Background: an optimization exercise with open tools, aiming at small area, a short achievable clock period and few clock cycles. Do not read the settings as production practice.
The RTL of this run was laid out without a check of its function.
Power is estimated from default activity; no workload was simulated.

## run.sh

```bash
#!/bin/bash
# synth_recipe.tcl (not shown) runs the flow's synth.tcl, then flattens the netlist and writes it again
# the make line also repeats each setting of config.mk as NAME=value (left out here)
make -C /OpenROAD-flow-scripts/flow DESIGN_CONFIG=/design/flow/config.mk WORK_HOME=/design/flow/orfs CLKGATE_MAP_FILE= SYNTH_SCRIPT=/design/flow/synth_recipe.tcl finish
```

## config.mk

```make
export PLATFORM = sky130hd
export DESIGN_NAME = CPU_COMP
export DESIGN_NICKNAME = CPU_COMP
export VERILOG_FILES = /design/flow/design.v
export SDC_FILE = /design/flow/constraint.sdc
export NUM_CORES = 4
export LEC_CHECK = 0
export CAP_MARGIN = 20
export CORE_MARGIN = 2
export CORE_UTILIZATION = 50
export CTS_BUF_LIST = sky130_fd_sc_hd__clkbuf_8 sky130_fd_sc_hd__clkbuf_16
export CTS_CLUSTER_DIAMETER = 80
export CTS_CLUSTER_SIZE = 22
export PLACE_DENSITY = 0.75
export SETUP_SLACK_MARGIN = 5
export SLEW_MARGIN = 20
```

## constraint.sdc

```tcl
create_clock -name core_clock -period 8.0 [get_ports {clk}]
set_input_delay 1.6000 -clock core_clock [delete_from_list [all_inputs] [get_ports {clk}]]
set_output_delay 1.6000 -clock core_clock [all_outputs]
set_load 0.01 [all_outputs]
```

## design.v

```verilog
`timescale 1ns / 1ps
module CPU_COMP(
input clk,
input rst,
output wire [15:0] imem_addr,
input [7:0] imem_data,
output wire [15:0] dmem_addr,
output wire [7:0] dmem_wdata,
output wire dmem_we,
input [7:0] dmem_rdata,
output wire done
);
reg [15:0] pc;
reg [7:0]  ir_r;
reg        r_op;              
reg        r_hil;             
reg        r_lol;             
reg        r_hij;             
reg        r_imm;             
reg        m_r;               
reg [7:0]  ir_e;
reg        e_op;
reg        e_lol;
reg        e_imm;
reg [15:0] breg;              
reg        c_inv;             
reg        c_cin;
reg        c_x0;              
reg        c_xf;              
reg        c_we;              
reg [15:0] ac;
reg [15:0] g [1:12];
reg        z;
reg        done_r;
integer    k;
wire [3:0] op = ir_e[7:4];
wire [3:0] x  = ir_e[3:0];
wire o_ldac = e_op & (op == 4'h1);
wire o_tr   = e_op & (op == 4'h3);
wire o_ldr  = e_op & (op == 4'h4);
wire o_jp   = e_op & (op == 4'h5);
wire o_add  = e_op & (op == 4'h6);
wire o_sub  = e_op & (op == 4'h7);
wire o_inc  = e_op & (op == 4'hA);
wire o_dec  = e_op & (op == 4'hB);
wire o_shl  = e_op & (op == 4'hC);
wire o_shr  = e_op & (op == 4'hD);
wire o_clac = e_op & (op == 4'hE);
wire [15:0] xa = c_x0 ? 16'd0 : c_xf ? 16'hFFFF : ac;
wire [15:0] yb = breg ^ {16{c_inv}};
wire [16:0] sum17 = {xa, c_cin} + {yb, c_cin};    
wire [15:0] sum = sum17[16:1];
wire [15:0] xy_x = xa ^ yb;
wire sum_zero = c_xf ? (breg == 16'd1) : &xy_x;
wire sh_two = x[3] | x[2] | x[1];
wire sh_any = sh_two | x[0];
wire [15:0] shl = sh_two ? {ac[13:0], 2'b0} : {ac[14:0], 1'b0};
wire [15:0] shr = sh_two ? {2'b0, ac[15:2]} : {1'b0, ac[15:1]};
wire stall = (o_shl | o_shr) & (x[3] | x[2] | (x[1] & x[0]));    
wire wg = o_ldr | o_inc | o_dec;
reg [12:1] gw;
always @(*)
    for (k = 1; k <= 12; k = k + 1)
        gw[k] = wg & (x == k);
reg [15:0] ac_d;
always @(*) begin
    if (e_lol | o_ldac) ac_d = {8'd0, dmem_rdata};
    else if (e_imm | o_tr | o_add | o_sub | o_clac | ((o_inc | o_dec) & (x == 4'd0))) ac_d = sum;
    else if (o_shl & sh_any) ac_d = shl;
    else if (o_shr & sh_any) ac_d = shr;
    else ac_d = ac;
end
wire jump = o_jp & ~z;
assign dmem_addr  = breg;
assign dmem_wdata = ac[7:0];
assign dmem_we    = c_we;
assign imem_addr  = pc;
assign done       = done_r;
wire [3:0] rop = ir_r[7:4];
wire [3:0] rx  = ir_r[3:0];
wire n_hil = r_op & (rop == 4'h0);
wire n_hij = r_op & (rop == 4'h5);
wire n_imm = r_op & ((rop == 4'h8) | (rop == 4'h9));
wire n_lol = r_hil;
wire n_op  = ~(n_hil | n_hij | n_imm | r_hil | r_hij);
wire use_g1 = (rop == 4'h2) | (rop == 4'h6) | (rop == 4'h7);
wire use_b  = (rop == 4'h1) | (rop == 4'h3) | (rop == 4'hA) | (rop == 4'hB);
wire [3:0] rsel = use_g1 ? 4'd1 : rx;
wire r_opb = r_op & (use_g1 | use_b);
wire [12:1] gsel;
genvar gi;
generate for (gi = 1; gi <= 12; gi = gi + 1) begin : gs
    assign gsel[gi] = r_opb & (rsel == gi);
end endgenerate
wire fwd_g = |(gsel & gw);             
wire [12:1] grd = gsel & ~gw;
reg [15:0] b_d;
always @(*) begin
    b_d = (r_opb & (rsel == 4'd0)) ? ac_d : 16'd0;
    if (fwd_g) b_d = b_d | sum;
    for (k = 1; k <= 12; k = k + 1)
        if (grd[k]) b_d = b_d | g[k];
    if (r_imm | r_lol) b_d = {r_lol ? ir_e : 8'd0, ir_r};
end
wire r_subi = r_imm & ir_e[4];
always @(posedge clk) begin
    if (stall) ir_e[3:0] <= x - 4'd2;     
    else begin
        ir_e <= ir_r;
        ir_r <= imem_data;
    end
    breg <= b_d;
    c_inv <= (r_op & (rop == 4'h7)) | r_subi;
    c_cin <= (r_op & ((rop == 4'h7) | (rop == 4'hA))) | r_subi;
    c_x0  <= r_op & ((rop == 4'h3) | (rop == 4'hA) | (rop == 4'hE));
    c_xf  <= r_op & (rop == 4'hB);
end
always @(posedge clk) begin
    if (rst) begin
        pc <= 16'd0;
        r_op <= 1'b0;
        r_hil <= 1'b0;
        r_lol <= 1'b0;
        r_hij <= 1'b0;
        r_imm <= 1'b0;
        m_r <= 1'b0;
        e_op <= 1'b0;
        e_lol <= 1'b0;
        e_imm <= 1'b0;
        c_we <= 1'b0;
        ac <= 16'd0;
        z <= 1'b0;
        done_r <= 1'b0;
    end else begin
        if (jump) pc <= {ir_r, imem_data};
        else if (!stall) pc <= pc + 16'd1;
        if (!stall) begin
            r_op  <= n_op;
            r_hil <= n_hil;
            r_lol <= n_lol;
            r_hij <= n_hij;
            r_imm <= n_imm;
            m_r   <= (pc[15:1] == 15'd166);
            e_op  <= r_op;
            e_lol <= r_lol;
            e_imm <= r_imm;
        end
        c_we  <= r_op & ~stall & (rop == 4'h2);
        if (m_r & ~stall) done_r <= 1'b1;
        ac <= ac_d;
        if (o_sub | (e_imm & c_inv) | o_dec) z <= sum_zero;
    end
end
wire [15:0] gdata = sum & {16{~rst}};
always @(posedge clk) begin
    for (k = 1; k <= 12; k = k + 1)
        if (gw[k] | rst) g[k] <= gdata;
end
endmodule
```

==> impl_results.md <==
* Worst Path Required at 8320 ps
* Detailed Route WL at 35,970 um
* Root Buffer: clkbuf_16
* Post-route ant nets at 0
* Vias in the first global route at 9,186
* Critical path destination: g[2][14]$_DFFE_PP_
* Routed len/inst at 24.24 um
* Slowest CP cell: o41a_1
* Placed cells at 1,406
* Drt drc at 0
* Row cnt at 58
* Worst VDD drop at 162.5 uV
* Worst-Margin Slew at 1014 ps
* DRT Pass-1 Iters at 7
* Die area at 27,060 sq um
* Total gr overflow at 0
* Critical path type: flip-flop to flip-flop
* Largest net degree at the start of global routing at 50
* Achievable frequency at 320.5 MHz
* Initial antenna violation count at 0
* Clk pin slew, worst setup/hold paths at 90 ps
* Clk Latency, worst-skew pair at 510 ps
* Layout cells sized above 1 at 20.54%
* Final Skew at 22.32 ps
* Core ar. at 25,250 sq um
* CP Capture Type: flip-flop
* First-pass GRT wire length at 54,310 um
* 1st-iter DRT viols at 1,260
* GRT met3 Usage at 5.500%
* Synth Warn # at 2
* Synth Flop Type: edfxtp_1
* Via density at 6.602
* P_leak at 5.520 nW
* Die width at 164.5 um
* Pwr/cell area at 194.6 nW/um^2
* Synthesized Nets at 1,115
* CTS tree: built
* Final hold vios at 0
* R2r setup slk at 4880 ps
* Count of non-filler cells in the finished layout at 1,484
* Hold_buf cts at 0
* CTS Buffer Depth at 3
* # nets final at 1,184
* Max-slew violations at 0
* Placer Congestion at 0.9099
* Final Setup Violations at 0
* Initial Util at 51.01%
* Met2 Use GR at 40.81%
* Mapped Area at 12,880 sq um
* Status: timing/DRC/antenna clean
* Syn Area/Cell at 11.94 sq um
* H-tree depth at 1
* Critical path cell sequence: xor2_1, ha_1, and3_4, a221o_1, o2bb2ai_2, o41a_1, buf_4, nor4_4, nor3_4, buf_12, nor2_4
* Met1 GRT Util at 38.16%
* Synth Instances at 1,079
* Max_cap viols at 0
* Die H at 164.5 um
* Crit path DAT at 3440 ps
* IO Pins at 60
* DPL Wire Length at 23,360 um
* EDFF count, synth at 205
* Post-synthesis sequential area ratio at 58.20%
* Crit path from: c_inv$_DFF_P_
* FFs w/ async S/R, synth at 0%
* Setup TNS at 0 ps
* Max FO, Critical Path at 8
* Hold WC Path Type: flip-flop to flip-flop
* # diodes at 0
* Busiest layer in global routing: met2
* Critical Path Source Type: flip-flop
* CTS Buf Count at 17
* Buffers on Ports at 59
* Slew HR at 32.13%
* CP peak stage delay at 440 ps
* Count of cell types in the netlist at 81
* P&R area growth vs syn at 17.19%
* Via count at 9,797
* Commonest non-fill, non-tap cell in the layout: edfxtp_1
* Tot GR Track Use at 26.36%
* Min-delay src: e_lol$_SDFFE_PP0N_
* Clock sinks at 272
* Critical R2R Capture: g[2][14]$_DFFE_PP_
* R2R cell count at 11
* Min Tclk post-route at 3120 ps
* Crit share post-route at 39.00%
* Worst R2R Start: c_inv$_DFF_P_
* Most frequent cells in the layout: edfxtp_1 (205), nor2_1 (106), nand2_1 (65)
* RSZ-0062 raised after global routing: true
* FF+latch count, synth at 272
[sequential cells by signal, summed over array words and instances (netlist names), 8 cells and up]
| register | cells |
|---|---|
| g | 192 |
| breg | 16 |
| pc | 16 |
| ir_r | 8 |
| ir_e | 8 |
| ac | 16 |
[repair_timing]
item | in CTS | in global routing
pin swaps | 13 | 24
resized for setup | 139 | 58
endpoints found under the setup margin | 415 | 178
buffers inserted | 34 | 17
cloned | 1 | 1
endpoints found under the hold margin | 0 | 0
[synth_stat cells (all sizes together) (5+ instances only)]
cell     instances  area, sq um
nor3            14        86.34
nor2b            8        50.05
a31oi           14        87.58
nand2b           7        43.79
mux4            12        270.3
nand3           14        70.07
mux2i           15        150.1
nand4           24        150.1
a21o             5        37.54
xor2            28        245.2
o21bai           9        67.56
o22ai            6        37.54
o31ai            7        52.55
ha              17        212.7
a222oi          12        120.1
a22o            17        148.9
a221oi          24        210.2
buf             39        250.2
a22oi           34        255.2
o2111ai         11        113.9
nor2           116        435.4
inv             23        86.33
dfxtp           67         1341
and3            18        112.6
or2              5        31.28
and4             7        61.31
clkbuf          37        138.9
o211ai           6        45.04
edfxtp         205         6156
xnor2           11        96.34
mux2            11        123.9
o21ai           28        140.1
and2             8        50.05
a21oi           38        193.9
nand2           75        281.5
nor3b            8        60.06
nor4            13        81.33
a211oi          11        82.58
or3              6        37.54
[worst max-delay path: cells and delay by family (launching register included)]
family / cells / cell delay [ps]
AOI/OAI and AO/OA: 3 / 1030
xor gates and xnor gates: 1 / 170
adders and majority gates: 1 / 340
buffers and inverters: 2 / 340
DFF: 1 / 410
and+or+nand+nor: 4 / 620
[per-stage QoR]
| stage | power, mW | hold slack, ps | setup slack, ps | utilization, % | instance area [sq um] |
|---|---|---|---|---|---|
| after floorplan | 1.902 | 420.6 | 5011 | - | 12890 |
| after global placement | 2.010 | 443.8 | 3906 | 53.94 | 13620 |
| after detailed placement | 2.021 | 457.3 | 3804 | 53.94 | 13620 |
| after CTS | 2.895 | 470.1 | 4929 | 57.98 | 14640 |
| after global routing | 3.024 | 496.8 | 4792 | 59.78 | 15100 |
| final | 2.937 | 468.5 | 4880 | 59.78 | 15100 |
[cells by family (layout without fill, tap and decap cells)]
logic type | Yosys count | after routing | share of synthesized area [%]
muxes | 38 | 38 | 4.225
xor gates and xnor gates | 39 | 39 | 2.652
and+or+nand+nor | 342 | 344 | 13.53
buffers and inverters | 100 | 173 | 3.720
adders and majority gates | 18 | 18 | 1.807
DFF | 272 | 272 | 58.20
AOI/OAI and AO/OA | 270 | 270 | 15.86
[final cells by class]
cell class	count	area [sq um]
Multi-Input combinational cell	709	5418
Inverter	24	98.84
Tap cell	330	412.9
Clock inverter	8	62.56
Fill cell	1950	10160
Clock buffer	17	425.4
Timing Repair Buffer	124	1116
Sequential cell	272	7562
[how the worst min path moves through the flow]
stage | to | slack [ps] | cells past startpoint
after floorplan | ir_e[6]$_DFFE_PN_ | 420 | 0
after global placement | m_r$_SDFFE_PP0N_ | 440 | 2
after detailed placement | e_lol$_SDFFE_PP0N_ | 460 | 2
after CTS | e_lol$_SDFFE_PP0N_ | 470 | 2
after global routing | e_lol$_SDFFE_PP0N_ | 500 | 2
final | e_lol$_SDFFE_PP0N_ | 470 | 2
[power by group]
part | total [mW] | switching (mW) | internal (mW)
sequential | 1.71 | 0.0632 | 1.65
combinational | 0.364 | 0.223 | 0.140
clock | 0.863 | 0.466 | 0.397
[metal layers]
| layer | vias up | wire length (um) | share of wire (%) |
|---|---|---|---|
| li1 | 4337 | - | - |
| met1 | 4838 | 14690 | 41 |
| met2 | 561 | 16470 | 46 |
| met3 | 61 | 3992 | 11 |
| met4 | 0 | 816 | 2.3 |
| met5 | - | 0 | 0 |

separate check: timing with driven ports:
No port has a modelled driver above. Below, the same layout with a new extraction and two added sets of constraints.
Step 1: set_driving_cell puts a clkbuf_16 on clk and a buf_2 on each other input, an assumption about the parent block.
Step 2, shift: input delay + t, output delay - t, t = (earliest + latest rising clock arrival at the registers) / 2. This alone moves slack from input paths to output paths.
a / b / c = no drivers / after step 1 / after step 2; a / b = the first two.
t, ns: 0.551
setup WS [ns]: 4.880 / 4.880 / 4.620
worst register clock-pin slew, ns: 0.09 / 0.09
After both steps setup and hold are still met in this run. The setup slack of this run moves by 0.000 ns with the drivers and by -0.260 ns with both steps.
